From an optimization exercise on the open Yosys and OpenROAD flow, aimed at small area; shortcuts taken in it are not production practice.
RTL that was checked went through simulation tests only; none was proved equivalent to the original.
For run 1, only the layout was checked, not whether the RTL still works.
In every run shown here, the design's own scripts or RTL, not TritonCTS, make the clock network.
The flow treats the clock pin as an ideal source. Dropping or thinning the clock tree relies on that and would not hold on a real chip.
Power is estimated from default activity; no workload was simulated.

--- flow/flow/run.sh ---
#!/bin/bash
# Layout flow: the standard synthesis, then the combinational logic between
# the standard synthesis's flip-flops is re-mapped for area with a few ABC
# scripts (flip-flops are kept as they are: same cells, same names); the
# smallest result that ABC proves equivalent to the standard netlist is used.
# Then the standard ORFS steps from floorplan to finish, with a small clock
# tree (the clock port drives four leaf buffers) and small port buffers. Each tool writes its output to a log here.
set -euo pipefail
HERE=$(pwd)
RES=$HERE/orfs/results/sky130hd/top_module/base
LIB=$FLOW_HOME/platforms/sky130hd/lib/sky130_fd_sc_hd__tt_025C_1v80.lib
YOSYS=yosys
[ -x $FLOW_HOME/../tools/install/yosys/bin/yosys ] && YOSYS=$FLOW_HOME/../tools/install/yosys/bin/yosys
YABC=$(dirname $(command -v $YOSYS))/yosys-abc

# 1. standard synthesis (synth_recipe.tcl through standard.sh)
bash standard.sh $RES/1_2_yosys.v > log_1_synth.txt 2>&1
cp $RES/1_2_yosys.v $HERE/std_synth.v

# 2. re-map the logic between the flip-flops for area
DU=$(sed -n '/DONT_USE_CELLS += /,/^#/p' $FLOW_HOME/platforms/sky130hd/config.mk \
     | grep -o 'sky130_fd_sc_hd__[a-z0-9_]*' | sed 's/^/-dont_use /' | tr '\n' ' ')
BB="sky130_fd_sc_hd__df* sky130_fd_sc_hd__edf* sky130_fd_sc_hd__sdf* sky130_fd_sc_hd__dl* sky130_fd_sc_hd__conb_1"
# the standard netlist as BLIF for the equivalence check
cat > toblif_std.ys <<EOS
read_liberty -ignore_miss_func -ignore_miss_dir $LIB
read_verilog $HERE/std_synth.v
hierarchy -top $FLOW_TOP
flatten
async2sync
dffunmap
opt_clean
write_blif -gates $HERE/std_synth.blif
EOS
$YOSYS -l log_2_std_blif.txt toblif_std.ys > /dev/null 2>&1
best=""; best_area=""
for s in $HERE/flow/abc/*.abc; do
  n=$(basename $s .abc)
  cat > remap_$n.ys <<EOS
read_liberty -ignore_miss_func -ignore_miss_dir $LIB
blackbox $BB
read_verilog $HERE/std_synth.v
hierarchy -top $FLOW_TOP
flatten
opt -purge
abc -liberty $LIB $DU -script $s
opt_clean -purge
hilomap -singleton -hicell sky130_fd_sc_hd__conb_1 HI -locell sky130_fd_sc_hd__conb_1 LO
splitnets
opt_clean -purge
stat -liberty $LIB
write_verilog -noattr -nohex -nodec $HERE/remap_$n.v
EOS
  $YOSYS -l log_2_remap_$n.txt remap_$n.ys > /dev/null 2>&1 || continue
  a=$(grep 'Chip area' log_2_remap_$n.txt | tail -1 | awk '{print $NF}')
  cat > toblif_$n.ys <<EOS
read_liberty -ignore_miss_func -ignore_miss_dir $LIB
read_verilog $HERE/remap_$n.v
hierarchy -top $FLOW_TOP
flatten
async2sync
dffunmap
opt_clean
write_blif -gates $HERE/remap_$n.blif
EOS
  $YOSYS -l log_2_blif_$n.txt toblif_$n.ys > /dev/null 2>&1 || continue
  $YABC -c "dsec $HERE/std_synth.blif $HERE/remap_$n.blif" > log_2_dsec_$n.txt 2>&1 || true
  if grep -q "Networks are equivalent" log_2_dsec_$n.txt; then
    echo "$n area $a equivalent" >> log_2_choice.txt
    if [ -z "$best" ] || awk "BEGIN{exit !($a < $best_area)}"; then best=$n; best_area=$a; fi
  else
    echo "$n area $a NOT proven" >> log_2_choice.txt
  fi
done
if [ -n "$best" ]; then
  echo "chosen $best $best_area" >> log_2_choice.txt
  cp $HERE/remap_$best.v $RES/1_2_yosys.v
else
  echo "chosen standard" >> log_2_choice.txt
fi

# 3. floorplan to finish
export BUFFER_PORTS_ARGS="-buffer_cell sky130_fd_sc_hd__buf_1"
export CTS_ARGS="-sink_clustering_enable -repair_clock_nets -buf_list sky130_fd_sc_hd__clkbuf_8 -dont_use_dummy_load"
# after CTS, the clock port drives four leaf buffers, each one cluster of flip-flops
export POST_CTS_TCL=$HERE/flow/post_cts.tcl
bash standard.sh > log_3_layout.txt 2>&1
--- flow/standard.sh ---
#!/bin/bash
# synth_recipe.tcl (not shown) runs the flow's synth.tcl, then flattens the netlist and writes it again
# the make line also repeats each setting of config.mk as NAME=value (left out here)
make -C /OpenROAD-flow-scripts/flow DESIGN_CONFIG=/design/flow/config.mk WORK_HOME=/design/flow/orfs CLKGATE_MAP_FILE= SYNTH_SCRIPT=/design/flow/synth_recipe.tcl "${@:-finish}"
--- flow/design.v ---
module top_module(
    input clk,
    input reset,
    input echo,
    input RS232_DTE_RXD,
    output trig,
    output RS232_DTE_TXD,
    output [7:0] led
);
    localparam [12:0] LZ = 13'd1;
    localparam [12:0] LH = 13'd306;
    localparam [12:0] LT = 13'd4822;
    function [12:0] lstep(input [12:0] s);
        lstep = {s[11:0], s[12] ^ s[2]};
    endfunction
    reg rx_s0, rx_s1;
    always @(posedge clk or posedge reset)
        if (reset) begin
            rx_s0 <= 1'b1;
            rx_s1 <= 1'b1;
        end else begin
            rx_s0 <= RS232_DTE_RXD;
            rx_s1 <= rx_s0;
        end
    reg [3:0]  ri;
    reg [12:0] rc;
    reg        rx_m;    
    reg        rx_b0;   
    reg        usr;     
    wire rx_idle = (ri == 4'd0) || (ri == 4'd11) || (ri == 4'd12) || (ri == 4'd14);
    wire rx_tick = (rc == LT);
    always @(posedge clk) begin
        if (rx_idle)
            rc <= LH;
        else if (rx_tick)
            rc <= LZ;
        else
            rc <= lstep(rc);
    end
    always @(posedge clk) begin
        if (rx_idle)
            rx_m <= 1'b1;
        else if (rx_tick && ri >= 4'd3 && ri <= 4'd9 &&
                 (rx_s1 != (ri == 4'd4 || ri == 4'd8)))
            rx_m <= 1'b0;
        if (rx_tick && ri == 4'd2)
            rx_b0 <= rx_s1;
    end
    always @(posedge clk or posedge reset)
        if (reset) begin
            ri <= 4'd14;
            usr <= 1'b1;
        end else begin
            if (ri == 4'd12 || ri == 4'd13)
                usr <= ~rx_b0;
            else if (ri == 4'd14)
                usr <= 1'b0;
            if (ri == 4'd11) begin
                ri <= rx_s1 ? 4'd12 : 4'd13;
            end else if (ri == 4'd13) begin
                ri <= 4'd1;
            end else if (rx_idle) begin
                ri <= rx_s1 ? 4'd0 : 4'd1;
            end else if (rx_tick) begin
                if (ri == 4'd10)
                    ri <= (rx_s1 && rx_m) ? 4'd11 : 4'd0;
                else if (ri == 4'd1 && rx_s1)
                    ri <= 4'd0;
                else
                    ri <= ri + 4'd1;
            end
        end
    localparam [29:0] K     = 30'd1375;
    localparam [29:0] SS    = 30'd386241428;   
    localparam [29:0] XEND  = 30'd687104;      
    localparam [29:0] NB    = 30'd1073739074;  
    localparam [21:0] WRAPV = 22'd4190179;     
    localparam [2:0] S_FR = 3'b000;   
    localparam [2:0] S_FT = 3'b010;   
    localparam [2:0] S_CN = 3'b001;   
    localparam [2:0] S_W  = 3'b100;   
    localparam [2:0] S_C  = 3'b101;   
    localparam [2:0] S_D  = 3'b110;   
    reg [2:0]  st;
    reg [29:0] sr;
    wire st_f  = (st == S_FR) || (st == S_FT);
    wire st_cn = (st == S_CN);
    wire st_w  = (st == S_W);
    wire st_c  = (st == S_C);
    wire transmit_ready = (st == S_FT);
    wire trig_win = (sr[29:28] == 2'b00);
    wire cn_end = trig_win && ((sr & XEND) == XEND);
    wire wrap = (sr[21:0] == WRAPV);
    wire [7:0] raw_distance = sr[29:22];
    assign trig = st_cn && trig_win;
    always @(posedge clk) begin
        if (st_f)
            sr <= SS;
        else if (st_w || (st_c && echo && wrap))
            sr <= NB;
        else
            sr <= sr + K;
    end
    always @(posedge clk or posedge usr)
        if (usr)
            st <= S_FR;
        else case (st)
            S_FR, S_FT: st <= S_CN;
            S_CN: if (cn_end) st <= S_W;
            S_W:  if (echo) st <= S_C;
            S_C:  if (!echo) st <= S_D;
            S_D:  st <= S_FT;
            default: st <= S_FR;
        endcase
    reg [1:0] fi;
    reg [9:0] acc;
    reg [7:0] avg;
    reg [7:0] filt;
    wire f_clr = transmit_ready && (fi == 2'd3);
    always @(posedge clk or posedge reset)
        if (reset) begin
            fi <= 2'd0;
            acc <= 10'd0;
            avg <= 8'd0;
            filt <= 8'd0;
        end else begin
            acc <= (f_clr ? 10'd0 : acc) + {2'b00, transmit_ready ? raw_distance : 8'd0};
            if (transmit_ready)
                fi <= fi + 2'd1;
            if (f_clr) begin
                avg <= acc[9:2];
                filt <= avg;
            end
        end
    assign led = filt;
    reg [12:0] tc;
    reg [9:0]  tsn;     
    wire tx_tick = (tc == LT);
    always @(posedge clk)
        if (transmit_ready || tx_tick)
            tc <= LZ;
        else
            tc <= lstep(tc);
    always @(posedge clk or posedge reset)
        if (reset)
            tsn <= 10'h000;
        else begin
            if (tx_tick)
                tsn[0] <= tsn[1];
            if (transmit_ready)
                tsn[9:1] <= {~filt, 1'b1};
            else if (tx_tick)
                tsn[9:1] <= {1'b0, tsn[9:2]};
        end
    assign RS232_DTE_TXD = ~tsn[0];
endmodule
--- flow/flow/abc/c7.abc ---
strash
dch -f
map -a
strash
dch -f
amap
strash
dch -f
amap
topo
--- flow/flow/abc/b9.abc ---
strash
dch -f
amap
mfs
strash
dch -f
amap
topo
--- flow/flow/abc/d2.abc ---
strash
balance
rewrite
refactor
balance
rewrite
rewrite -z
balance
refactor -z
rewrite -z
balance
dch -f
amap
mfs
strash
dch -f
amap
strash
dch -f
amap
topo
--- flow/constraint.sdc ---
create_clock -name core_clock -period 20.0 [get_ports {clk}]
set_input_delay 4.0000 -clock core_clock [delete_from_list [all_inputs] [get_ports {clk}]]
set_output_delay 4.0000 -clock core_clock [all_outputs]
set_load 0.01 [all_outputs]
--- flow/config.mk ---
export PLATFORM = sky130hd
export DESIGN_NAME = top_module
export DESIGN_NICKNAME = top_module
export VERILOG_FILES = /design/flow/design.v
export SDC_FILE = /design/flow/constraint.sdc
export NUM_CORES = 4
export LEC_CHECK = 0
export CAP_MARGIN = 20
export CORE_MARGIN = 2
export CORE_UTILIZATION = 70
export SLEW_MARGIN = 20
--- flow/flow/abc/d1.abc ---
strash
dch -f
amap
mfs
strash
dch -f
amap
mfs
strash
dch -f
amap
topo
--- flow/flow/abc/d4.abc ---
strash
dch -f
amap
mfs -a
strash
dch -f
amap
topo
--- flow/flow/post_cts.tcl ---
# Rebuild the clock tree: the clock port drives NLEAF leaf buffers directly,
# each leaf drives one cluster of flip-flops (k-means on their locations).
proc my_clock_tree { nleaf master_name } {
  set block [ord::get_db_block]
  set db [ord::get_db]
  set master [$db findMaster $master_name]
  set port_net [$block findNet clk]
  # collect buffers of the existing tree and the sinks
  set bufs {}
  set sinks {}
  set todo [list $port_net]
  set nets_to_delete {}
  while {[llength $todo]} {
    set net [lindex $todo 0]; set todo [lrange $todo 1 end]
    foreach it [$net getITerms] {
      if {[$it isOutputSignal]} { continue }
      set inst [$it getInst]
      set mname [[$inst getMaster] getName]
      if {[string match "sky130_fd_sc_hd__clkbuf_*" $mname] || [string match "sky130_fd_sc_hd__clkinv*" $mname] || [string match "sky130_fd_sc_hd__buf_*" $mname]} {
        lappend bufs $inst
        foreach o [$inst getITerms] {
          if {[$o isOutputSignal] && [$o getNet] ne "NULL"} { lappend todo [$o getNet]; lappend nets_to_delete [$o getNet] }
        }
      } else {
        lappend sinks $it
      }
    }
  }
  puts "MYCTS found [llength $bufs] buffers and [llength $sinks] sinks"
  foreach it $sinks { $it disconnect }
  foreach b $bufs { odb::dbInst_destroy $b }
  foreach n $nets_to_delete { odb::dbNet_destroy $n }
  # sink locations
  set pts {}
  foreach it $sinks {
    set bb [[$it getInst] getBBox]
    lappend pts [list [expr {([$bb xMin]+[$bb xMax])/2}] [expr {([$bb yMin]+[$bb yMax])/2}]]
  }
  # k-means, initial centers spread along a diagonal sort
  set n [llength $pts]
  set order [lsort -integer -indices [lmap p $pts {expr {[lindex $p 0] + [lindex $p 1]}}]]
  set cent {}
  for {set k 0} {$k < $nleaf} {incr k} {
    lappend cent [lindex $pts [lindex $order [expr {int(($k + 0.5) * $n / $nleaf)}]]]
  }
  for {set iter 0} {$iter < 50} {incr iter} {
    # balanced assignment: nearest center first, at most cap sinks per center
    set cap [expr {($n + $nleaf - 1) / $nleaf}]
    set pairs {}
    set i 0
    foreach p $pts {
      for {set k 0} {$k < $nleaf} {incr k} {
        set c [lindex $cent $k]
        lappend pairs [list [expr {abs([lindex $p 0]-[lindex $c 0]) + abs([lindex $p 1]-[lindex $c 1])}] $i $k]
      }
      incr i
    }
    set pairs [lsort -real -index 0 $pairs]
    set asg [lrepeat $n -1]
    set fill [lrepeat $nleaf 0]
    foreach pr $pairs {
      set i [lindex $pr 1]; set k [lindex $pr 2]
      if {[lindex $asg $i] >= 0 || [lindex $fill $k] >= $cap} { continue }
      lset asg $i $k
      lset fill $k [expr {[lindex $fill $k] + 1}]
    }
    set newc {}
    for {set k 0} {$k < $nleaf} {incr k} {
      set sx 0; set sy 0; set cnt 0
      foreach p $pts a $asg { if {$a == $k} { set sx [expr {$sx + [lindex $p 0]}]; set sy [expr {$sy + [lindex $p 1]}]; incr cnt } }
      if {$cnt} { lappend newc [list [expr {$sx / $cnt}] [expr {$sy / $cnt}]] } else { lappend newc [lindex $cent $k] }
    }
    set cent $newc
  }
  for {set k 0} {$k < $nleaf} {incr k} {
    set inst [odb::dbInst_create $block $master "myclkleaf_$k"]
    set c [lindex $cent $k]
    $inst setLocation [expr {int([lindex $c 0])}] [expr {int([lindex $c 1])}]
    $inst setPlacementStatus PLACED
    set net [odb::dbNet_create $block "myclknet_$k"]
    $net setSigType CLOCK
    [$inst findITerm A] connect $port_net
    [$inst findITerm X] connect $net
    set cnt 0
    foreach it $sinks a $asg { if {$a == $k} { $it connect $net; incr cnt } }
    puts "MYCTS leaf $k at $c drives $cnt sinks"
  }
}

# Replace the clock tree TritonCTS built by the one above, then legalize.
my_clock_tree 4 sky130_fd_sc_hd__buf_12
detailed_placement
estimate_parasitics -placement
report_worst_slack -min
report_worst_slack -max
--- flow/flow/abc/c4.abc ---
strash
balance
rewrite
refactor
balance
rewrite
rewrite -z
balance
refactor -z
rewrite -z
balance
dch -f
amap
strash
dch -f
amap
strash
dch -f
amap
topo
==> summary.txt, run 1 <==
fin crit period=5.95 ns; GR Util met3=3.60%; I/O pins=14; CP arrival=5.98 ns; P_leak=1.82 nW; Max-cap violations=0; largest net degree at the start of global routing=46; Period Utilization, post-route=29.7%; Die Wd=80.7 um; global-route wire length before repair=13300 um; RePlAce Congestion=0.907; area grow syn2layout=6.11%; Worst Path Required=20.03 ns; Avg Inst Size Synth=9.05 um^2; Pins Over Slew Limit=0; die area=6510 um^2; Sequential Power Share=71.2%; Yosys warning count=1; RSZ-0062 raised after global routing=no; Max IR drop VDD=0.0598 mV; n_diodes=0; logic gate share of total power=0.8%; Tightest Pin Transition=0.897 ns; DR pass1 iterations=4; Finished Layout Cells=548; port bufs=13; final hold vios=0; Setup Viol. Count Final=0; pre-CTS setup slack=13.71 ns; layout cells sized above 1=3.15%; Nets=482; Worst Clk Skew=0.0108 ns; Slew HR=40.0%; NetSw=53.4 uW; Setup Crit Path Kind=reg2reg; vias in the first global route=3002; Global Route Usage Sum=26.3%; cells after synthesis=455; Max Fclk=168 MHz; worst-path fanout max=29; initial antenna violation count=0; crit path capture type=register; Initial Util=73.4%; Post-route DRC=0; Sw Ratio=17.8%; final worst setup slack=14.05 ns; Die H=80.7 um; pwr/cell area=68.6 nW/um^2; Startpoint Class=register; synthesized cell area=4120 um^2; Int Power=246 uW; Reg clk slew, reported paths=0.10 ns; routed length per instance=14.4 um; # clock sinks=106; TNS Setup=0 ns; vias per cell=5.83; Clock power frac=28.0%; gr busiest metal=met2; Routed Antenna Nets=0; Post-Syn Nets=459; CORE AREA=5610 um^2; most common cell after layout, fill and taps aside=nor2_1; most frequent cells in the layout=nor2_1 (75), dfxtp_1 (57), clkinv_1 (55), o21ai_0 (42), dfrtp_1 (42); clock latency (worst-skew pair)=0.14 ns; GRT overflow=0; M1 GR Usage=34.7%; final WL=7890 um; DP HPWL=5510 um; met2 Usage GRT=45.2%; Inst Count DP=544; vias after detailed routing=3193; Rows=27; DRT iter0 DRCs=178; status=finished clean; Hold WC Path Type=reg2async
## per-stage QoR
stage                     instance area, um^2  util [%]  hold slack, ns  power, mW
after floorplan                          4120         -          0.0913      0.219
after global placement                   4290      76.4           0.104      0.220
after detailed placement                 4290      76.4           0.107      0.220
after global routing                     4370      77.9           0.124      0.308
final                                    4370      77.9           0.111      0.300
## path summary, 6_finish.rpt
check / from / end / slack, ns / cells after the start
hold reg to reg: usr$_DFFE_PP1P_ / st[2]$_DFFE_PP0P_ / 0.11 / 1
hold / removal: usr$_DFFE_PP1P_ / st[2]$_DFFE_PP0P_ / 0.11 / 1
setup / recovery: st[2]$_DFFE_PP0P_ / acc[9]$_DFF_PP0_ / 14.05 / 24
min in group core_clock: rx_s0$_DFF_PP1_ / rx_s1$_DFF_PP1_ / 0.36 / 0
max in group asynchronous: reset / filt[3]$_DFFE_PP0P_ / 15.65 / 3
setup reg to reg: st[2]$_DFFE_PP0P_ / acc[9]$_DFF_PP0_ / 14.05 / 24
## metal layers
layer / part of all wire, % / vias to the layer above / wire length, um
li1: - / 1617 / -
met1: 45 / 1477 / 3530
met2: 49 / 87 / 3880
met3: 4.6 / 12 / 363
met4: 1.4 / 0 / 114
met5: 0 / - / 0
## cell type report
cell class                 instances  area [um^2]
inverter                          55          206
fill                             377         1240
multi-input combinational        294         1530
sequential                       106         2380
tap                               72         90.1
buffer                             4         80.1
timing repair buffer              17         78.8
## state kept, by name, summed over array words and instances, names as in the netlist
name   cells
rc        13
fi         2
st         3
ri         4
tc        13
tsn       10
acc       10
rx_s1      1
usr        1
filt       8
rx_s0      1
rx_m       1
avg        8
sr        30
rx_b0      1
## power groups by stage
stage | clock (mW) | sequential (mW) | combinational, mW
floorplan | 0 | 0.218 | 0.00166
global placement | 0 | 0.218 | 0.00254
detailed placement | 0 | 0.218 | 0.00261
global route | 0.0915 | 0.213 | 0.00298
finish | 0.0838 | 0.213 | 0.00250
## worst max-delay path, stage by stage, from the launching register on
cell and delay [ns]:
dfrtp_1 0.45, nor2_1 0.62, clkinv_1 0.46, nor2_2 0.62
clkinv_1 0.70, nor2b_1 0.38, nand2_1 0.08, buf_4 0.22
clkinv_1 0.34, nor2b_1 0.11, nand2_1 0.09, o21a_1 0.14
nand2_1 0.06, nand2_1 0.09, nand2_1 0.08, nand2_1 0.11
nor2_1 0.06, nor3_1 0.24, a21oi_1 0.10, nor2_1 0.16
nor3_1 0.09, nor2_1 0.14, and3_1 0.21, nor2_1 0.05
a211oi_1 0.23
==> inputs of run 2 (changes only) <==
--- a/flow/design.v
+++ b/flow/design.v
@@ -135,5 +135,5 @@
     assign led = filt;
     reg [12:0] tc;
-    reg [9:0]  tsn;     
+    reg [9:0]  ts;
     wire tx_tick = (tc == LT);
     always @(posedge clk)
@@ -144,13 +144,13 @@
     always @(posedge clk or posedge reset)
         if (reset)
-            tsn <= 10'h000;
+            ts <= 10'h3ff;
         else begin
             if (tx_tick)
-                tsn[0] <= tsn[1];
+                ts[0] <= ts[1];
             if (transmit_ready)
-                tsn[9:1] <= {~filt, 1'b1};
+                ts[9:1] <= {filt, 1'b0};
             else if (tx_tick)
-                tsn[9:1] <= {1'b0, tsn[9:2]};
+                ts[9:1] <= {1'b1, ts[9:2]};
         end
-    assign RS232_DTE_TXD = ~tsn[0];
+    assign RS232_DTE_TXD = ts[0];
 endmodule
==> summary.txt, run 2 <==
largest net degree at the start of global routing=46; NetSw=52.5 uW; clock latency (worst-skew pair)=0.14 ns; Max-cap violations=0; Startpoint Class=register; Rows=27; vias after detailed routing=3149; logic gate share of total power=0.8%; Initial Util=73.4%; layout cells sized above 1=5.01%; footprint of the multi-input gates=1570 um^2; Max IR drop VDD=0.0786 mV; RePlAce Congestion=0.865; Reg clk slew, reported paths=0.10 ns; r2r startpoint=st[2]$_DFFE_PP0P_; Largest register FFs=30; # clock sinks=106; worst-path fanout max=24; CP startpoint=st[2]$_DFFE_PP0P_; Avg Inst Size Synth=9.38 um^2; GRT overflow=0; Slew HR=44.1%; Pins Over Slew Limit=0; cell family with most CP delay=simple AND/OR/NAND/NOR gates; vias per cell=5.93; I/O pins=14; final WL=7740 um; die area=6510 um^2; Setup Crit Path Kind=reg2reg; Nets=465; DP Area=4280 um^2; CP arrival=5.77 ns; FF+latch area=2390 um^2; Max Fclk=175 MHz; most common cell type on the critical path=clkinv_1; Top Registers=sr: 30 flops, rc: 13 flops, tc: 13 flops; worst-path cell chain=nor2_1 -> nand2_1 -> clkinv_1 -> nand3_1 -> clkinv_1 -> nor2b_1 -> o21ai_0 -> nor2_1 -> clkinv_1 -> a21oi_1 -> clkinv_1 -> a311oi_1 -> nand2b_1 -> nand2_1 -> a31oi_1 -> and3_1 -> nor2_1 -> a211oi_1; Die Wd=80.7 um; Setup Viol. Count Final=0; reg2reg end=acc[9]$_DFF_PP0_; crit path capture=acc[9]$_DFF_PP0_; final hold slack=0.135 ns; port bufs=13; Clock power frac=27.8%; CORE AREA=5610 um^2; finished layout cell area=4360 um^2; final hold vios=0; DP HPWL=5480 um; synthesized cell area=4120 um^2; Hold WC Path Type=reg2async; RSZ-0062 raised after global routing=no; Die H=80.7 um; area grow syn2layout=5.86%; Sequential Power Share=71.4%; Buf/Inv on CP=4; routed length per instance=14.6 um; Tightest Pin Transition=0.837 ns; Worst Clk Skew=0.0123 ns; P_leak=1.77 nW; cells after synthesis=439; cells on worst reg2reg path=18; pwr/cell area=68.5 nW/um^2; Post-Syn Nets=443; Period Utilization, post-route=28.7%; Sw Ratio=17.6%; n_diodes=0; global-route wire length before repair=13300 um; Routed Antenna Nets=0; crit path capture type=register; most common cell after layout, fill and taps aside=nor2_1; Worst Path Required=20.04 ns; post-layout util=77.8%; Global Route Usage Sum=26.0%; vias in the first global route=2953; Int Power=246 uW; TNS Setup=0 ns; CP peak stage delay=0.78 ns; Yosys warning count=1; Biggest register=sr; initial antenna violation count=0; DR pass1 iterations=5; Layout fillers=372; R2R setup slack=14.27 ns; status=finished clean; most frequent cells in the layout=nor2_1 (64), dfxtp_1 (57), clkinv_1 (43), nand2_1 (39), o21ai_0 (37); WP depth=18; Crit-path slowest cell=nand3_1; Post-route DRC=0; fin crit period=5.73 ns; DRT iter0 DRCs=150
[run 2: cell types whose count changed in the layout (fill, tap and decap cells not counted), moves of 10 or more]
cell	delta
dfrtp_1	-10
clkinv_1	-12
dfstp_2	+10
nor2_1	-11
o22a_1	+11
o22ai_1	-13
[run 2: worst min path at each step]
stage                          startpoint                end  slack (ns)  depth (start not counted)
after detailed placement  usr$_DFFE_PP1P_  st[1]$_DFFE_PP0P_        0.11                          1
final                     usr$_DFFE_PP1P_  st[1]$_DFFE_PP0P_        0.13                          1
after global placement    usr$_DFFE_PP1P_  st[1]$_DFFE_PP0P_        0.11                          1
after floorplan           usr$_DFFE_PP1P_  st[0]$_DFFE_PP0P_        0.09                          1
after global routing      usr$_DFFE_PP1P_  st[1]$_DFFE_PP0P_        0.14                          1
[run 2: through the flow]
stage               worst slack [ns]  total power, mW  std cells
finish                         14.27            0.299        531
global route                   13.47            0.306        531
detailed placement             14.34            0.220        527
global placement               14.41            0.220        527
floorplan                      15.07            0.219        439
[run 2: routing by layer]
layer	global-route usage [%]	share of wire (%)	routed length, um	up-vias
li1	-	-	-	1602
met5	0	0	0	-
met1	33.6	45	3520	1477
met3	3.37	2.8	213	10
met4	6.78	1.3	100	0
met2	46.4	50	3910	60
[run 2: cell type report]
cell class                 count  share of cell area (%)
multi-input combinational    290                    35.9
sequential                   106                    54.9
tap                           72                    2.07
timing repair buffer          16                    1.64
buffer                         4                    1.84
inverter                      43                    3.70
[run 2: power groups by stage]
| stage | sequential [mW] | clock, mW | combinational, mW |
|---|---|---|---|
| floorplan | 0.218 | 0 | 0.00149 |
| finish | 0.213 | 0.0830 | 0.00234 |
| detailed placement | 0.218 | 0 | 0.00240 |
| global placement | 0.218 | 0 | 0.00238 |
| global route | 0.213 | 0.0901 | 0.00273 |
==> inputs of run 3 (changes only) <==
==> flow/flow/abc/a2.abc (new file) <==
strash
dch -f
amap
topo
==> flow/flow/abc/b5.abc (new file) <==
strash
dch -f
amap
strash
dch -f
amap
strash
dch -f
amap
topo
==> flow/flow/abc/c8.abc (new file) <==
strash
dch -f
amap
strash
dch -f
amap
strash
dch -f
amap
strash
dch -f
amap
strash
dch -f
amap
topo
==> flow/flow/abc/d6.abc (new file) <==
strash
dch -f
amap
mfs -W 4 -F 4
strash
dch -f
amap
topo
==> flow/flow/abc/x12.abc (new file) <==
strash
dch -f
amap -m
mfs
strash
dch -f
amap -m
==> flow/flow/abc/x3.abc (new file) <==
strash
dch -f
amap -A 4
mfs
strash
dch -f
amap -A 4
==> flow/flow/abc/x8.abc (new file) <==
strash
dch -f
amap
mfs
strash
dch -f
amap
mfs
strash
dch -f
amap
mfs
strash
dch -f
amap
==> flow/flow/abc/x9.abc (new file) <==
strash
dch -f
amap
mfs -a
strash
dch -f
amap
mfs
strash
dch -f
amap
--- a/flow/config.mk
+++ b/flow/config.mk
@@ -9,3 +9,4 @@
 export CORE_MARGIN = 2
 export CORE_UTILIZATION = 70
+export GPL_TIMING_DRIVEN = 0
 export SLEW_MARGIN = 20
==> summary.txt, run 3 <==
status=finished clean; Post-route DRC=0; cells after synthesis=437; footprint of the multi-input gates=1580 um^2; Rows=27; Max IR drop VDD=0.0703 mV; final WL=7940 um; DP HPWL=5550 um; Worst Clk Skew=0.0131 ns; Yosys warning count=1; Layout fillers=383; Setup Crit Path Kind=reg2reg; n_diodes=0; Post-Syn Nets=441; routed length per instance=15.0 um; GRT overflow=0; worst-path fanout max=24; FF+latch area=2390 um^2; R2R setup slack=13.65 ns; die area=6510 um^2; layout cells sized above 1=5.48%; TNS Setup=0 ns; RePlAce Congestion=0.919; RSZ-0062 raised after global routing=no; synthesized cell area=4110 um^2; Die H=80.7 um; fin crit period=6.35 ns; vias per cell=6.03; Worst Path Required=20.02 ns; Max Fclk=158 MHz; P_leak=1.78 nW; area grow syn2layout=6.30%; Setup Viol. Count Final=0; Top Registers=sr: 30 flops, rc: 13 flops, tc: 13 flops; largest net degree at the start of global routing=43; Tightest Pin Transition=1.01 ns; Hold WC Path Type=reg2async; Biggest register=sr; vias after detailed routing=3185; pre-CTS setup slack=13.73 ns; DRT iter0 DRCs=177; Initial Util=73.4%; # clock sinks=106; CORE AREA=5610 um^2; Nets=462; Pins Over Slew Limit=0; vias in the first global route=3140; crit path capture type=register; pwr/cell area=68.9 nW/um^2; final worst setup slack=13.65 ns; Reg clk slew, reported paths=0.10 ns; Avg Inst Size Synth=9.41 um^2; most frequent cells in the layout=nor2_1 (67), dfxtp_1 (57), clkinv_1 (40), nand2_1 (39), o21ai_0 (35); I/O pins=14; most common cell after layout, fill and taps aside=nor2_1; Largest register FFs=30; Startpoint Class=register; Max-cap violations=0; Period Utilization, post-route=31.7%; Global Route Usage Sum=27.0%; initial antenna violation count=1; Slew HR=32.6%; Routed Antenna Nets=0; global-route wire length before repair=13700 um; final hold vios=0; clock latency (worst-skew pair)=0.14 ns; Die Wd=80.7 um; CP arrival=6.37 ns; port bufs=13; DR pass1 iterations=4
[run 3: worst paths after layout]
kind | cells past startpoint | to | from
min | 1 | st[0]$_DFFE_PP0P_ | usr$_DFFE_PP1P_
min in group core_clock | 0 | rx_s1$_DFF_PP1_ | rx_s0$_DFF_PP1_
max in group asynchronous | 3 | ts[5]$_DFFE_PP1P_ | reset
min reg2reg | 1 | st[0]$_DFFE_PP0P_ | usr$_DFFE_PP1P_
max reg2reg | 19 | acc[9]$_DFF_PP0_ | st[2]$_DFFE_PP0P_
max | 19 | acc[9]$_DFF_PP0_ | st[2]$_DFFE_PP0P_
[run 3: layout make-up]
cell class	instances	area share, %
well taps	72	2.06
plain buffers	4	1.83
inverters	41	3.55
repair buffers	15	1.69
multi-input cells	290	36.2
flip-flops and latches	106	54.7
[run 3: power breakdown]
group,switching [mW],internal (mW),leakage (nW)
Clock,0.0528,0.0326,0.0376
Combinational,0.00193,0.000632,0.658
Sequential,0.000197,0.213,1.08
Total,0.0550,0.246,1.78
[run 3: routing by layer]
| metal | GRT usage [%] | wire (um) | up-vias |
|---|---|---|---|
| li1 | - | - | 1590 |
| met1 | 32.0 | 3470 | 1513 |
| met2 | 49.4 | 4020 | 68 |
| met3 | 5.73 | 340 | 12 |
| met4 | 7.46 | 106 | 2 |
| met5 | 0 | 7 | - |
[run 3: per-stage QoR]
stage               hold WS (ns)  utilization (%)  cell area (um^2)  cells  power, mW
floorplan                 0.0945                -              4110    437      0.219
global placement           0.104             75.8              4250    522      0.220
detailed placement         0.106             76.6              4290    524      0.221
global route               0.124             78.0              4370    528      0.309
finish                     0.105             78.0              4370    528      0.301
[run 3: critical path: stages (launching register included)]
cell      delay, ns
dfrtp_1        0.45
nor2_1         0.80
nand2_1        0.75
clkinv_1       0.54
nand3_1        0.70
clkinv_1       0.66
nor2b_1        0.12
nand2_1        0.13
o21ai_0        0.11
nor2_1         0.15
clkinv_1       0.10
a21oi_1        0.21
clkinv_1       0.11
a311oi_1       0.34
nand2b_1       0.20
nand2_1        0.08
a31oi_1        0.26
and3_1         0.25
nor2_1         0.05
a211oi_1       0.22
==> inputs of run 4 (changes only) <==
--- a/flow/config.mk
+++ b/flow/config.mk
@@ -8,5 +8,4 @@
 export CAP_MARGIN = 20
 export CORE_MARGIN = 2
-export CORE_UTILIZATION = 70
-export GPL_TIMING_DRIVEN = 0
+export CORE_UTILIZATION = 80
 export SLEW_MARGIN = 20
==> summary.txt, run 4 <==
clock latency (worst-skew pair)=0.14 ns; Setup Crit Path Kind=reg2reg; r2r startpoint=st[2]$_DFFE_PP0P_; Max Fclk=169 MHz; initial antenna violation count=0; Avg Inst Size Synth=9.41 um^2; Nets=464; worst-path cell chain=nor2_1 -> nand2_1 -> clkinv_1 -> nand3_1 -> buf_4 -> clkinv_1 -> nor2b_1 -> nand2_1 -> o21ai_0 -> nor2_1 -> clkinv_1 -> a21oi_1 -> clkinv_1 -> a311oi_1 -> nand2b_1 -> nand2_1 -> a31oi_1 -> and3_1 -> nor2_1 -> a211oi_1; Finished Layout Cells=528; Rows=26; routed length per instance=17.5 um; Top Registers=sr: 30 flops, rc: 13 flops, tc: 13 flops; Tightest Pin Transition=0.965 ns; # clock sinks=106; DP HPWL=6230 um; Biggest register=sr; Buf/Inv on CP=5; Initial Util=81.6%; RSZ-0062 raised after global routing=no; final hold vios=0; Slew HR=35.4%; most frequent cells in the layout=nor2_1 (67), dfxtp_1 (57), clkinv_1 (41), nand2_1 (39), o21ai_0 (35); area grow syn2layout=5.99%; Max IR drop VDD=0.0870 mV; vias in the first global route=3194; vias after detailed routing=3383; GRT overflow=0; largest net degree at the start of global routing=46; Post-Syn Nets=441; Inst Count DP=524; cells on worst reg2reg path=20; Max-cap violations=0; most common cell after layout, fill and taps aside=nor2_1; RePlAce Congestion=0.894; Crit-path slowest cell=nor2_1; Reg clk slew, reported paths=0.10 ns; cell family with most CP delay=simple AND/OR/NAND/NOR gates; DP Area=4280 um^2; worst-path fanout max=24; Hold WC Path Type=reg2async; Startpoint Class=register; finished layout cell area=4360 um^2; Yosys warning count=1; Worst Clk Skew=0.00550 ns; Period Utilization, post-route=29.6%; synthesized cell area=4110 um^2; layout cells sized above 1=5.24%; status=finished clean; FF+latch area=2390 um^2; Global Route Usage Sum=34.5%; n_diodes=0; CORE AREA=5040 um^2; Die Wd=75.7 um; R2R setup slack=14.08 ns; TNS Setup=0 ns; die area=5730 um^2; vias per cell=6.41; most common cell type on the critical path=clkinv_1; Largest register FFs=30; crit path capture type=register; I/O pins=14; pwr/cell area=69.1 nW/um^2; final WL=9220 um; Routed Antenna Nets=0; DRT iter0 DRCs=222; P_leak=1.78 nW; Layout fillers=267; footprint of the multi-input gates=1570 um^2; Pins Over Slew Limit=0; DR pass1 iterations=8; Worst Path Required=20.03 ns; CP arrival=5.95 ns; cells after synthesis=437; port bufs=13; reg2reg end=acc[9]$_DFF_PP0_; global-route wire length before repair=14800 um; Die H=75.7 um; Post-route DRC=0; fin crit period=5.92 ns; Setup Viol. Count Final=0; CP peak stage delay=0.77 ns
[run 4: cell types whose count changed in the layout (fill, tap and decap cells not counted)]
cell and change:
clkinv_1 +1, buf_12 -1, o32ai_1 +1, buf_2 -1, buf_4 +4, clkinv_2 -1
nor4_2 -1, o32ai_2 -1, nor4_1 +1
[run 4: through the flow]
step / power, mW / utilization [%] / setup WS, ns / hold WS [ns]
after global placement: 0.220 / 84.9 / 14.72 / 0.119
after detailed placement: 0.220 / 84.9 / 14.49 / 0.117
after floorplan: 0.219 / - / 15.07 / 0.0945
final: 0.301 / 86.5 / 14.08 / 0.126
after global routing: 0.306 / 86.5 / 13.55 / 0.147
[run 4: cell type report]
class,instances,area share (%)
plain buffers,4,1.84
flip-flops and latches,106,54.9
multi-input cells,290,36.0
inverters,41,3.53
well taps,70,2.01
repair buffers,17,1.81
[run 4: worst max path at each step]
stage                           start               end  slack [ns]  depth (start not counted)
floorplan                        echo  sr[8]$_SDFF_PP1_       15.07                          3
global placement    st[2]$_DFFE_PP0P_  acc[9]$_DFF_PP0_       14.72                         19
detailed placement  st[2]$_DFFE_PP0P_  acc[9]$_DFF_PP0_       14.49                         20
global route        st[2]$_DFFE_PP0P_  acc[9]$_DFF_PP0_       13.55                         20
finish              st[2]$_DFFE_PP0P_  acc[9]$_DFF_PP0_       14.08                         20
[run 4: routing by layer]
metal	track usage, %	wire, um
met3	8.73	539
met2	58.6	4660
met1	41.5	3660
met5	0	0
met4	15.6	356
[run 4: where the power goes]
part / leakage, nW / switching, mW / internal, mW
registers: 1.08 / 0.000177 / 0.213
logic: 0.659 / 0.00191 / 0.000346
clock network: 0.0376 / 0.0532 / 0.0327
total: 1.78 / 0.0553 / 0.246
==> inputs of run 5 (changes only) <==
--- a/flow/config.mk
+++ b/flow/config.mk
@@ -8,4 +8,4 @@
 export CAP_MARGIN = 20
 export CORE_MARGIN = 2
-export CORE_UTILIZATION = 80
+export CORE_UTILIZATION = 55
 export SLEW_MARGIN = 20
==> summary.txt, run 5 <==
worst-path fanout max=24; GRT overflow=0; DR pass1 iterations=4; clock latency (worst-skew pair)=0.14 ns; final worst setup slack=14.52 ns; post-layout util=60.5%; die area=8190 um^2; vias in the first global route=2817; vias after detailed routing=3105; Max Fclk=183 MHz; final hold slack=0.111 ns; port bufs=13; Sw Ratio=18.2%; Hold WC Path Type=reg2async; area grow syn2layout=6.69%; Setup Crit Path Kind=reg2reg; Clock power frac=28.4%; Pins Over Slew Limit=0; Reg clk slew, reported paths=0.11 ns; RePlAce Congestion=0.825; Biggest register=sr; Tightest Pin Transition=1.04 ns; Inst Count DP=552; Global Route Usage Sum=19.6%; Routed Antenna Nets=0; Startpoint Class=register; most frequent cells in the layout=nor2_1 (67), dfxtp_1 (57), clkinv_1 (40), nand2_1 (39), o21ai_0 (35); layout cells sized above 1=5.25%; routed length per instance=13.7 um; TNS Setup=0 ns; n_diodes=0; Post-route DRC=0; P_leak=1.78 nW; finished layout cell area=4390 um^2; synthesized cell area=4110 um^2; I/O pins=14; RSZ-0062 raised after global routing=no; global-route wire length before repair=13200 um; Initial Util=56.7%; Die H=90.5 um; # clock sinks=106; DP Area=4310 um^2; Slew HR=30.7%; final hold vios=0; initial antenna violation count=0; vias per cell=5.58; Largest register FFs=30; CP arrival=5.53 ns; status=finished clean; fin crit period=5.48 ns; Worst Clk Skew=0.0139 ns; DP HPWL=5410 um; CORE AREA=7250 um^2; Nets=463; logic gate share of total power=0.7%; cells after synthesis=437; Post-Syn Nets=441; NetSw=54.8 uW; CP startpoint=st[2]$_DFFE_PP0P_; crit path capture type=register; Sequential Power Share=70.9%; Max-cap violations=0; Setup Viol. Count Final=0; Final Power=301 uW; final WL=7610 um; r2r startpoint=st[2]$_DFFE_PP0P_; Die Wd=90.5 um; pre-CTS setup slack=14.53 ns; largest net degree at the start of global routing=46; Worst Path Required=20.05 ns; pwr/cell area=68.5 nW/um^2; Yosys warning count=1; Finished Layout Cells=556; Top Registers=sr: 30 flops, rc: 13 flops, tc: 13 flops; Period Utilization, post-route=27.4%; Rows=31; DRT iter0 DRCs=155; most common cell after layout, fill and taps aside=nor2_1; Int Power=246 uW; Max IR drop VDD=0.0379 mV; Avg Inst Size Synth=9.41 um^2
## run 5: cell type report
class                   instances  area [um^2]
plain buffers                   4         80.1
fillers                       650         2860
inverters                      41          154
multi-input cells             290         1570
flip-flops and latches        106         2390
well taps                      99          124
repair buffers                 16         71.3
## run 5: critical path: stages, from the launching register on
cell and delay (ns):
dfrtp_1 0.44, nor2_1 0.81, nand2_1 0.69, clkinv_1 0.50
nand3_1 0.13, buf_4 0.23, clkinv_1 0.38, nor2b_1 0.11
nand2_1 0.12, o21ai_0 0.11, nor2_1 0.15, clkinv_1 0.10
a21oi_1 0.20, clkinv_1 0.11, a311oi_1 0.34, nand2b_1 0.20
nand2_1 0.09, a31oi_1 0.19, and3_1 0.22, nor2_1 0.05
a211oi_1 0.19
## run 5: power groups by stage
stage          logic, mW  registers (mW)  clock network, mW
2_1_floorplan    0.00140           0.218                  0
3_3_place_gp     0.00220           0.218                  0
3_5_place_dp     0.00218           0.218                  0
5_1_grt          0.00244           0.213             0.0951
6_report         0.00200           0.213             0.0854
## run 5: per-layer routing
| metal | track usage (%) | routed length [um] | vias up |
|---|---|---|---|
| li1 | - | - | 1583 |
| met1 | 30.0 | 3980 | 1462 |
| met2 | 29.1 | 3310 | 55 |
| met3 | 2.50 | 246 | 5 |
| met4 | 5.77 | 70 | 0 |
| met5 | 0 | 0 | - |
## run 5: worst paths after layout
path	to	cells past startpoint	slack, ns
worst max-delay path	acc[9]$_DFF_PP0_	20	14.52
worst min-delay path	st[1]$_DFFE_PP0P_	1	0.11
worst max register to register	acc[9]$_DFF_PP0_	20	14.52
worst min register to register	st[1]$_DFFE_PP0P_	1	0.11
max in group asynchronous	acc[0]$_DFF_PP0_	2	15.43
min in group core_clock	rx_s1$_DFF_PP1_	0	0.36
==> inputs of run 6 (changes only) <==
--- a/flow/flow/run.sh
+++ b/flow/flow/run.sh
@@ -81,4 +81,5 @@
 
 # 3. floorplan to finish
+export MATCH_CELL_FOOTPRINT=0
 export BUFFER_PORTS_ARGS="-buffer_cell sky130_fd_sc_hd__buf_1"
 export CTS_ARGS="-sink_clustering_enable -repair_clock_nets -buf_list sky130_fd_sc_hd__clkbuf_8 -dont_use_dummy_load"
--- a/flow/config.mk
+++ b/flow/config.mk
@@ -6,6 +6,6 @@
 export NUM_CORES = 4
 export LEC_CHECK = 0
-export CAP_MARGIN = 20
+export CAP_MARGIN = 0
 export CORE_MARGIN = 2
-export CORE_UTILIZATION = 55
-export SLEW_MARGIN = 20
+export CORE_UTILIZATION = 70
+export SLEW_MARGIN = 0
==> summary.txt, run 6 <==
fin crit period=5.09 ns; CP arrival=5.09 ns; final hold vios=0; Sequential Power Share=70.4%; final worst setup slack=14.91 ns; TNS Setup=0 ns; Initial Util=73.4%; Clock power frac=28.9%; GRT overflow=0; Layout fillers=399; RSZ-0062 raised after global routing=no; Tightest Pin Transition=0.747 ns; Post-Syn Nets=441; Rows=27; footprint of the multi-input gates=1570 um^2; WP depth=4; Pins Over Slew Limit=0; Biggest register=sr; DR pass1 iterations=4; Yosys warning count=1; r2r startpoint=st[2]$_DFFE_PP0P_; Worst Clk Skew=0.00901 ns; CORE AREA=5610 um^2; Buf/Inv on CP=1; # clock sinks=106; Max Fclk=197 MHz; Slew HR=50.1%; Setup Crit Path Kind=in2reg; logic gate share of total power=0.7%; routed length per instance=15.3 um; pre-CTS setup slack=14.78 ns; DP HPWL=5690 um; crit path capture type=register; vias per cell=6.09; Finished Layout Cells=531; Setup Viol. Count Final=0; Top Registers=sr: 30 flops, rc: 13 flops, tc: 13 flops; Worst Path Required=20.00 ns; R2R setup slack=14.94 ns; P_leak=1.78 nW; Reg clk slew, reported paths=0.10 ns; Hold WC Path Type=reg2async; final WL=8140 um; global-route wire length before repair=13900 um; worst-path cell chain=buf_1 -> a41oi_1 -> or2_0 -> o21ai_0; layout cells sized above 1=5.45%; reg2reg end=acc[9]$_DFF_PP0_; Period Utilization, post-route=25.4%; vias in the first global route=3098; synthesized cell area=4110 um^2; Crit-path slowest cell=or2_0; cells after synthesis=437; Die H=80.7 um; most frequent cells in the layout=nor2_1 (67), dfxtp_1 (57), clkinv_1 (41), nand2_1 (39), o21ai_0 (35); final hold slack=0.119 ns; FF+latch area=2390 um^2; finished layout cell area=4370 um^2; clock latency (worst-skew pair)=0.14 ns; area grow syn2layout=6.23%; n_diodes=0; pwr/cell area=69.4 nW/um^2; Max-cap violations=0; worst-path fanout max=10; Routed Antenna Nets=0; port bufs=13; Max IR drop VDD=0.0485 mV; Post-route DRC=0; DRT iter0 DRCs=186; cells on worst reg2reg path=18; status=finished clean; Int Power=246 uW; Largest register FFs=30; largest net degree at the start of global routing=46; vias after detailed routing=3233; Inst Count DP=527; most common cell after layout, fill and taps aside=nor2_1; CP peak stage delay=0.45 ns; RePlAce Congestion=0.932; Global Route Usage Sum=27.2%; initial antenna violation count=0; Nets=465; NetSw=57.0 uW; Sw Ratio=18.8%; I/O pins=14; die area=6510 um^2; Startpoint Class=input pin; DP Area=4290 um^2; cell family with most CP delay=compound AO/OA/AOI/OAI gates; Avg Inst Size Synth=9.41 um^2; Die Wd=80.7 um
run 6: power groups by stage:
stage	sequential (mW)	clock (mW)	combinational, mW
after detailed placement	0.218	0	0.00228
final	0.213	0.0876	0.00216
after floorplan	0.218	0	0.00140
after global routing	0.213	0.0939	0.00262
after global placement	0.218	0	0.00227
run 6: final cells by class:
type	count	area share, %
plain buffers	4	1.83
inverters	41	3.52
multi-input cells	290	35.9
flip-flops and latches	106	54.7
well taps	72	2.06
repair buffers	18	1.98
run 6: worst max path at each step:
stage	startpoint	end	slack, ns
6_report	echo	sr[29]$_SDFF_PP0_	14.91
5_1_grt	st[2]$_DFFE_PP0P_	acc[9]$_DFF_PP0_	14.30
3_5_place_dp	echo	sr[8]$_SDFF_PP1_	14.78
3_3_place_gp	echo	sr[8]$_SDFF_PP1_	14.79
2_1_floorplan	echo	sr[8]$_SDFF_PP1_	15.07
run 6: metal layers:
layer	up-vias	wire length, um	track usage [%]	share of wire [%]
li1	1592	-	-	-
met1	1553	3650	35.0	45
met2	76	4010	47.3	49
met3	12	337	4.38	4.1
met4	0	137	7.97	1.7
met5	-	0	0	0
run 6: stage by stage:
step,power (mW),util (%)
2_1_floorplan,0.219,-
3_3_place_gp,0.220,76.5
3_5_place_dp,0.220,76.5
5_1_grt,0.310,77.9
6_report,0.303,77.9
==> inputs of run 7 (changes only) <==
--- a/flow/design.v
+++ b/flow/design.v
@@ -11,4 +11,5 @@
     localparam [12:0] LH = 13'd306;
     localparam [12:0] LT = 13'd4822;
+    localparam [12:0] LM = 13'd6135;
     function [12:0] lstep(input [12:0] s);
         lstep = {s[11:0], s[12] ^ s[2]};
@@ -29,5 +30,5 @@
     reg        usr;     
     wire rx_idle = (ri == 4'd0) || (ri == 4'd11) || (ri == 4'd12) || (ri == 4'd14);
-    wire rx_tick = (rc == LT);
+    wire rx_tick = ((rc & LM) == (LT & LM));
     always @(posedge clk) begin
         if (rx_idle)
@@ -135,6 +136,6 @@
     assign led = filt;
     reg [12:0] tc;
-    reg [9:0]  ts;
-    wire tx_tick = (tc == LT);
+    reg [9:0]  tsn;     
+    wire tx_tick = ((tc & LM) == (LT & LM));
     always @(posedge clk)
         if (transmit_ready || tx_tick)
@@ -144,13 +145,13 @@
     always @(posedge clk or posedge reset)
         if (reset)
-            ts <= 10'h3ff;
+            tsn <= 10'h000;
         else begin
             if (tx_tick)
-                ts[0] <= ts[1];
+                tsn[0] <= tsn[1];
             if (transmit_ready)
-                ts[9:1] <= {filt, 1'b0};
+                tsn[9:1] <= {~filt, 1'b1};
             else if (tx_tick)
-                ts[9:1] <= {1'b1, ts[9:2]};
+                tsn[9:1] <= {1'b0, tsn[9:2]};
         end
-    assign RS232_DTE_TXD = ts[0];
+    assign RS232_DTE_TXD = ~tsn[0];
 endmodule
--- a/flow/flow/run.sh
+++ b/flow/flow/run.sh
@@ -81,5 +81,4 @@
 
 # 3. floorplan to finish
-export MATCH_CELL_FOOTPRINT=0
 export BUFFER_PORTS_ARGS="-buffer_cell sky130_fd_sc_hd__buf_1"
 export CTS_ARGS="-sink_clustering_enable -repair_clock_nets -buf_list sky130_fd_sc_hd__clkbuf_8 -dont_use_dummy_load"
--- a/flow/config.mk
+++ b/flow/config.mk
@@ -6,6 +6,6 @@
 export NUM_CORES = 4
 export LEC_CHECK = 0
-export CAP_MARGIN = 0
+export CAP_MARGIN = 20
 export CORE_MARGIN = 2
-export CORE_UTILIZATION = 70
-export SLEW_MARGIN = 0
+export CORE_UTILIZATION = 55
+export SLEW_MARGIN = 20
==> summary.txt, run 7 <==
routed length per instance=13.2 um; Routed Antenna Nets=0; Layout fillers=647; Post-route DRC=0; r2r startpoint=st[2]$_DFFE_PP0P_; Slew HR=35.0%; clock latency (worst-skew pair)=0.14 ns; Final Power=299 uW; global-route wire length before repair=12900 um; DRT iter0 DRCs=157; Post-Syn Nets=448; Avg Inst Size Synth=9.21 um^2; post-layout util=60.4%; pwr/cell area=68.7 nW/um^2; pre-CTS setup slack=12.87 ns; I/O pins=14; crit path capture type=register; vias after detailed routing=3060; Reg clk slew, reported paths=0.10 ns; initial antenna violation count=0; synthesized cell area=4090 um^2; Die H=90.2 um; P_leak=1.85 nW; Tightest Pin Transition=0.971 ns; port bufs=13; FF+latch area=2380 um^2; Period Utilization, post-route=35.5%; most common cell type on the critical path=nor2_1; CP arrival=7.15 ns; Global Route Usage Sum=19.3%; die area=8140 um^2; R2R setup slack=12.91 ns; Startpoint Class=register; footprint of the multi-input gates=1530 um^2; Hold WC Path Type=reg2async; worst-path cell chain=nor2_1 -> clkinv_1 -> nor2_1 -> clkinv_1 -> nor2b_1 -> nand2_1 -> clkinv_1 -> nor2b_1 -> nor2_1 -> a21oi_1 -> a21oi_1 -> nand2_1 -> nand2_1 -> nand2_1 -> o21ai_0 -> nand2_1 -> a21oi_1 -> nand2b_1 -> nor2_1 -> nor2_1 -> o21ai_0 -> nor2_1 -> o21ai_0 -> a21oi_1; RSZ-0062 raised after global routing=no; vias per cell=5.44; Pins Over Slew Limit=0; # clock sinks=106; reg2reg end=acc[9]$_DFF_PP0_; fin crit period=7.09 ns; GRT overflow=0; Initial Util=56.7%; final WL=7400 um; worst-path fanout max=28; area grow syn2layout=6.55%; Die Wd=90.2 um; status=finished clean; Worst Path Required=20.06 ns; most common cell after layout, fill and taps aside=nor2_1; CP peak stage delay=0.91 ns; DP HPWL=5180 um; Largest register FFs=30; vias in the first global route=2856; Setup Viol. Count Final=0; Worst Clk Skew=0.00865 ns; Max-cap violations=0; Biggest register=sr; n_diodes=0; Max IR drop VDD=0.0494 mV; Nets=469; final worst setup slack=12.91 ns; Yosys warning count=1; Max Fclk=141 MHz; Top Registers=sr: 30 flops, rc: 13 flops, tc: 13 flops; Crit-path slowest cell=clkinv_1; cells on worst reg2reg path=24; most frequent cells in the layout=nor2_1 (67), dfxtp_1 (57), clkinv_1 (47), nand2_1 (47), dfrtp_1 (42); largest net degree at the start of global routing=46; TNS Setup=0 ns; Setup Crit Path Kind=reg2reg; CORE AREA=7210 um^2; cells after synthesis=444; DR pass1 iterations=6; layout cells sized above 1=2.81%; Rows=31; RePlAce Congestion=0.836; final hold vios=0
[run 7: cell type report]
type	count	share of cell area, %
inverters	48	4.14
well taps	99	2.84
flip-flops and latches	106	54.6
multi-input cells	290	35.1
repair buffers	15	1.47
plain buffers	4	1.84
[run 7: metal layers]
metal  wire, um  track usage (%)  up-vias  share of wire, %
met3        131             2.26        7               1.8
met5          0                0        -                 0
li1           -                -     1594                 -
met2       3530             32.4       27                48
met1       3620             26.2     1432                49
met4        114             6.28        0               1.5
[run 7: worst max-delay path by stage]
stage	startpoint	slack, ns	end	depth (start not counted)
after floorplan	echo	14.63	sr[2]$_SDFF_PP1_	6
after global placement	st[2]$_DFFE_PP0P_	13.16	acc[9]$_DFF_PP0_	24
after detailed placement	st[2]$_DFFE_PP0P_	12.87	acc[9]$_DFF_PP0_	24
after global routing	st[2]$_DFFE_PP0P_	11.92	acc[9]$_DFF_PP0_	24
final	st[2]$_DFFE_PP0P_	12.91	acc[9]$_DFF_PP0_	24
[run 7: through the flow]
step | cell area, um^2 | hold slack [ns] | cells
after floorplan | 4090 | 0.0924 | 444
after global placement | 4280 | 0.107 | 558
after detailed placement | 4280 | 0.110 | 558
after global routing | 4360 | 0.137 | 562
final | 4360 | 0.108 | 562
[run 7: critical path, delay by kind of cell, from the launching register on]
family | cells | cell delay, ns
AND/OR/NAND/NOR | 14 | 3.68
buffers and inverters | 3 | 1.87
AO/OA/AOI/OAI | 7 | 0.96
flip-flops | 1 | 0.45
[run 7: power breakdown]
group	internal [mW]	total, mW	switching (mW)
clock network	0.0326	0.0836	0.0510
registers	0.213	0.213	0.000141
logic	0.000276	0.00228	0.00200
==> inputs of run 8 (changes only) <==
--- a/flow/design.v
+++ b/flow/design.v
@@ -8,8 +8,8 @@
     output [7:0] led
 );
-    localparam [12:0] LZ = 13'd1;
-    localparam [12:0] LH = 13'd306;
-    localparam [12:0] LT = 13'd4822;
-    localparam [12:0] LM = 13'd6135;
+    localparam [12:0] LZ = 13'd33;
+    localparam [12:0] LH = 13'd947;
+    localparam [12:0] LT = 13'd836;
+    localparam [12:0] LM = 13'd7929;
     function [12:0] lstep(input [12:0] s);
         lstep = {s[11:0], s[12] ^ s[2]};
==> summary.txt, run 8 <==
layout cells sized above 1=2.86%; crit path capture type=register; Die Wd=89.8 um; Max-cap violations=0; port bufs=13; r2r startpoint=st[2]$_DFFE_PP0P_; Routed Antenna Nets=0; RSZ-0062 raised after global routing=no; routed length per instance=13.3 um; RePlAce Congestion=0.829; worst-path fanout max=25; pwr/cell area=69.2 nW/um^2; Setup Viol. Count Final=0; synthesized cell area=4050 um^2; # clock sinks=106; R2R setup slack=13.44 ns; area grow syn2layout=6.61%; Global Route Usage Sum=19.3%; Tightest Pin Transition=0.953 ns; status=finished clean; Max Fclk=152 MHz; Int Power=246 uW; DP HPWL=5220 um; DRT iter0 DRCs=79; P_leak=1.79 nW; DR pass1 iterations=5; clock latency (worst-skew pair)=0.14 ns; Setup Crit Path Kind=reg2reg; Sequential Power Share=71.3%; Post-route DRC=0; cell family with most CP delay=simple AND/OR/NAND/NOR gates; Yosys warning count=1; Largest register FFs=30; Initial Util=56.5%; Slew HR=36.2%; Clock power frac=27.9%; Post-Syn Nets=441; CP arrival=6.60 ns; Period Utilization, post-route=32.8%; Hold WC Path Type=reg2async; I/O pins=14; WP depth=27; fin crit period=6.56 ns; Max IR drop VDD=0.0533 mV; cells on worst reg2reg path=27; TNS Setup=0 ns; die area=8070 um^2; final WL=7360 um; Pins Over Slew Limit=0; Startpoint Class=register; vias after detailed routing=2971; Buf/Inv on CP=4; global-route wire length before repair=12900 um; most common cell after layout, fill and taps aside=nor2_1; Crit-path slowest cell=nor2_1; Avg Inst Size Synth=9.27 um^2; initial antenna violation count=0; Nets=461; post-layout util=60.2%; CP peak stage delay=0.74 ns; reg2reg end=acc[9]$_DFF_PP0_; Sw Ratio=17.8%; Biggest register=sr; cells after synthesis=437; vias in the first global route=2780; most frequent cells in the layout=nor2_1 (69), dfxtp_1 (57), clkinv_1 (46), dfrtp_1 (42), o21ai_0 (40); final hold vios=0; CORE AREA=7180 um^2; largest net degree at the start of global routing=46; Rows=31; Reg clk slew, reported paths=0.10 ns; Top Registers=sr: 30 flops, rc: 13 flops, tc: 13 flops; GRT overflow=0; Worst Path Required=20.04 ns; most common cell type on the critical path=nor2_1; vias per cell=5.36; Worst Clk Skew=0.0114 ns; Die H=89.8 um; logic gate share of total power=0.8%; n_diodes=0; NetSw=53.2 uW
-- run 8: cell count changes in the layout (fill, tap and decap cells not counted), sizes merged, moves of 3 or more --
cell,change
and3,-4
nor4,+3
a31oi,-4
nand3,-4
nand2,-8
nor2b,+8
o21ai,+6
-- run 8: how the worst max path moves through the flow --
stage                     slack, ns         startpoint                to
after floorplan               14.28  st[2]$_DFFE_PP0P_  acc[9]$_DFF_PP0_
after global routing          12.46  st[2]$_DFFE_PP0P_  acc[9]$_DFF_PP0_
final                         13.44  st[2]$_DFFE_PP0P_  acc[9]$_DFF_PP0_
after detailed placement      13.49  st[2]$_DFFE_PP0P_  acc[9]$_DFF_PP0_
after global placement        13.71  st[2]$_DFFE_PP0P_  acc[9]$_DFF_PP0_
-- run 8: power by group through the flow --
| stage | sequential [mW] | clock (mW) | combinational (mW) |
|---|---|---|---|
| final | 0.213 | 0.0836 | 0.00227 |
| after global routing | 0.213 | 0.0943 | 0.00274 |
| after detailed placement | 0.218 | 0 | 0.00242 |
| after global placement | 0.218 | 0 | 0.00237 |
| after floorplan | 0.218 | 0 | 0.00152 |
-- run 8: metal layers --
metal	up-vias	GRT usage [%]	routed length (um)
li1	1555	-	-
met1	1379	26.9	3620
met2	31	32.7	3530
met3	6	2.51	140
met4	0	4.23	67
met5	-	0	0
-- run 8: cell type report --
cell class	count	area (um^2)
multi-input cells	284	1500
flip-flops and latches	106	2380
plain buffers	4	80.1
fillers	652	2860
repair buffers	14	56.3
inverters	47	176
well taps	99	124
-- run 8: through the flow --
stage	cell area, um^2	power (mW)	hold slack (ns)	cells	setup WS, ns
finish	4320	0.299	0.104	554	13.44
global route	4320	0.310	0.127	554	12.46
detailed placement	4230	0.220	0.114	550	13.49
global placement	4230	0.220	0.112	550	13.71
floorplan	4050	0.219	0.0913	437	14.28
==> inputs of run 9 (changes only) <==
--- a/flow/design.v
+++ b/flow/design.v
@@ -16,5 +16,5 @@
     endfunction
     reg rx_s0, rx_s1;
-    always @(posedge clk or posedge reset)
+    always @(posedge clk)
         if (reset) begin
             rx_s0 <= 1'b1;
@@ -49,12 +49,14 @@
     end
     always @(posedge clk or posedge reset)
-        if (reset) begin
+        if (reset)
+            usr <= 1'b1;
+        else if (ri == 4'd12 || ri == 4'd13)
+            usr <= ~rx_b0;
+        else if (ri == 4'd14)
+            usr <= 1'b0;
+    always @(posedge clk)
+        if (reset)
             ri <= 4'd14;
-            usr <= 1'b1;
-        end else begin
-            if (ri == 4'd12 || ri == 4'd13)
-                usr <= ~rx_b0;
-            else if (ri == 4'd14)
-                usr <= 1'b0;
+        else begin
             if (ri == 4'd11) begin
                 ri <= rx_s1 ? 4'd12 : 4'd13;
@@ -119,19 +121,21 @@
     reg [7:0] filt;
     wire f_clr = transmit_ready && (fi == 2'd3);
-    always @(posedge clk or posedge reset)
+    always @(posedge clk)
         if (reset) begin
             fi <= 2'd0;
             acc <= 10'd0;
             avg <= 8'd0;
-            filt <= 8'd0;
         end else begin
             acc <= (f_clr ? 10'd0 : acc) + {2'b00, transmit_ready ? raw_distance : 8'd0};
             if (transmit_ready)
                 fi <= fi + 2'd1;
-            if (f_clr) begin
+            if (f_clr)
                 avg <= acc[9:2];
-                filt <= avg;
-            end
         end
+    always @(posedge clk or posedge reset)
+        if (reset)
+            filt <= 8'd0;
+        else if (f_clr)
+            filt <= avg;
     assign led = filt;
     reg [12:0] tc;
@@ -145,13 +149,14 @@
     always @(posedge clk or posedge reset)
         if (reset)
-            tsn <= 10'h000;
-        else begin
-            if (tx_tick)
-                tsn[0] <= tsn[1];
-            if (transmit_ready)
-                tsn[9:1] <= {~filt, 1'b1};
-            else if (tx_tick)
-                tsn[9:1] <= {1'b0, tsn[9:2]};
-        end
+            tsn[0] <= 1'b0;
+        else if (tx_tick)
+            tsn[0] <= tsn[1];
+    always @(posedge clk)
+        if (reset)
+            tsn[9:1] <= 9'h000;
+        else if (transmit_ready)
+            tsn[9:1] <= {~filt, 1'b1};
+        else if (tx_tick)
+            tsn[9:1] <= {1'b0, tsn[9:2]};
     assign RS232_DTE_TXD = ~tsn[0];
 endmodule
==> summary.txt, run 9 <==
worst-path fanout max=25; Post-route DRC=0; vias in the first global route=2700; n_diodes=0; global-route wire length before repair=12500 um; Top Registers=sr: 30 flops, rc: 13 flops, tc: 13 flops; Reg clk slew, reported paths=0.11 ns; Global Route Usage Sum=19.9%; Yosys warning count=1; Sw Ratio=26.1%; fin crit period=6.14 ns; Largest register FFs=30; initial antenna violation count=0; Worst Path Required=20.06 ns; Slew HR=35.8%; I/O pins=14; DR pass1 iterations=5; Hold WC Path Type=reg2async; NetSw=100 uW; Sequential Power Share=62.4%; Setup Crit Path Kind=reg2reg; clock latency (worst-skew pair)=0.14 ns; Clock power frac=22.1%; CORE AREA=7140 um^2; Period Utilization, post-route=30.7%; Routed Antenna Nets=0; Setup Viol. Count Final=0; Die H=89.4 um; TNS Setup=0 ns; Max IR drop VDD=0.0460 mV; # clock sinks=106; Int Power=284 uW; Post-Syn Nets=476; RSZ-0062 raised after global routing=no; Layout fillers=663; post-layout util=60.0%; Worst Clk Skew=0.0143 ns; Tightest Pin Transition=0.959 ns; P_leak=1.57 nW; Max Fclk=163 MHz; Finished Layout Cells=591; area grow syn2layout=6.87%; Initial Util=56.2%; synthesized cell area=4010 um^2; layout cells sized above 1=1.63%; Inst Count DP=587; vias per cell=5.33; port bufs=13; CP arrival=6.21 ns; status=finished clean; final WL=7570 um; Nets=498; vias after detailed routing=3149; pwr/cell area=89.7 nW/um^2; most frequent cells in the layout=dfxtp_1 (92), nor2_1 (81), clkinv_1 (67), o21ai_0 (43), nand2_1 (34); routed length per instance=12.8 um; largest net degree at the start of global routing=28; RePlAce Congestion=0.876; Pins Over Slew Limit=0; logic gate share of total power=15.6%; Biggest register=sr; Rows=31; Die Wd=89.4 um; DP HPWL=5500 um; Max-cap violations=0; R2R setup slack=13.86 ns; crit path capture type=register; final hold vios=0; most common cell after layout, fill and taps aside=dfxtp_1; die area=7990 um^2; Avg Inst Size Synth=8.49 um^2; Startpoint Class=register; cells after synthesis=472; DRT iter0 DRCs=110; Final Power=384 uW; GRT overflow=0
==> run 9: critical path: stages (launching register included) <==
cell and delay, ns:
dfrtp_1 0.44, nor2_1 0.76, clkinv_1 0.41, nor2_1 0.18
buf_4 0.25, clkinv_1 0.55, nor2b_1 0.38, nand2_1 0.21
clkinv_1 0.41, nor2b_1 0.14, nand2_1 0.09, o21ai_0 0.10
nor4_1 0.32, a21oi_1 0.11, nor2_1 0.16, a21oi_1 0.07
nor2_1 0.15, a21oi_1 0.08, nor2_1 0.10, nor2_1 0.05
nor2_1 0.13, a21oi_1 0.08, o21ai_0 0.31, a22oi_1 0.14
nor2_1 0.20, nor2_1 0.06, a211oi_1 0.17
==> run 9: final timing paths <==
check	end	cells past startpoint	start
setup / recovery	acc[9]$_SDFF_PP0_	26	st[2]$_DFFE_PP0P_
hold / removal	st[1]$_DFFE_PP0P_	1	usr$_DFFE_PP1P_
setup reg to reg	acc[9]$_SDFF_PP0_	26	st[2]$_DFFE_PP0P_
hold reg to reg	st[1]$_DFFE_PP0P_	1	usr$_DFFE_PP1P_
max in group asynchronous	usr$_DFFE_PP1P_	3	reset
min in group core_clock	usr$_DFFE_PP1P_	1	rx_b0$_DFFE_PP_
==> run 9: cell type report <==
type / instances / area, um^2 / share of cell area (%)
timing repair buffer: 16 / 71.3 / 1.67
multi-input combinational: 299 / 1560 / 36.4
tap: 99 / 124 / 2.89
inverter: 67 / 251 / 5.87
buffer: 4 / 80.1 / 1.87
sequential: 106 / 2200 / 51.3
==> run 9: layer usage <==
layer | vias to the layer above | track usage [%] | part of all wire [%]
li1 | 1678 | - | -
met1 | 1430 | 30.1 | 52
met2 | 35 | 29.8 | 44
met3 | 6 | 2.49 | 2.1
met4 | 0 | 5.70 | 1.3
met5 | - | 0 | 0
==> run 9: power groups by stage <==
stage | logic, mW | clock network, mW | registers (mW)
6_report | 0.0598 | 0.0848 | 0.240
3_5_place_dp | 0.0593 | 0 | 0.244
2_1_floorplan | 0.0470 | 0 | 0.241
5_1_grt | 0.0684 | 0.0954 | 0.242
3_3_place_gp | 0.0582 | 0 | 0.244
==> run 9: stage by stage <==
stage | hold WS, ns | instance area (um^2) | worst slack (ns)
final | 0.114 | 4280 | 13.86
after global routing | 0.133 | 4280 | 12.86
after detailed placement | 0.106 | 4200 | 13.87
after global placement | 0.106 | 4200 | 14.23
after floorplan | 0.0913 | 4010 | 14.64

re-timing with driven ports:
The flow's constraints put no driver on any port. The routed layouts listed below were extracted and timed again, unchanged, in two steps. Step 1 sets driving cells, clkbuf_16 on the clock port and buf_2 on the other inputs (assumed; they add their load-dependent delay and slew). Step 2 times the ports against the registers' clock, not the clock port: input delays grow and output delays shrink by t, the midpoint of the rising clock arrivals with the driver on. a / b / c = ideal ports / drivers / drivers and shift; a / b = the first two.
run | shift t [ns] | setup slack, ns | hold slack, ns | worst setup path at the end | slew at the worst register clock pin (ns)
run 1 | 0.216 | 14.055 / 14.055 / 14.055 | 0.111 / 0.111 / 0.111 | register to register | 0.11 / 0.11
run 2 | 0.215 | 14.270 / 14.269 / 14.269 | 0.135 / 0.135 / 0.135 | register to register | 0.10 / 0.10
run 3 | 0.220 | 13.653 / 13.653 / 13.653 | 0.105 / 0.105 / 0.105 | register to register | 0.11 / 0.11
run 4 | 0.222 | 14.079 / 14.079 / 14.079 | 0.126 / 0.126 / 0.126 | register to register | 0.11 / 0.11
run 5 | 0.217 | 14.523 / 14.523 / 14.523 | 0.111 / 0.111 / 0.111 | register to register | 0.11 / 0.11
run 6 | 0.219 | 14.912 / 14.844 / 14.754 | 0.119 / 0.119 / 0.119 | input to register | 0.11 / 0.11
run 7 | 0.221 | 12.909 / 12.909 / 12.909 | 0.108 / 0.108 / 0.108 | register to register | 0.10 / 0.10
run 8 | 0.212 | 13.441 / 13.441 / 13.441 | 0.104 / 0.104 / 0.104 | register to register | 0.10 / 0.10
run 9 | 0.219 | 13.856 / 13.856 / 13.856 | 0.114 / 0.114 / 0.114 | register to register | 0.11 / 0.11
After both steps every run listed still meets setup and hold. For run 6, which loses most, drivers alone change the setup slack by -0.068 ns; drivers and shift together by -0.158 ns.
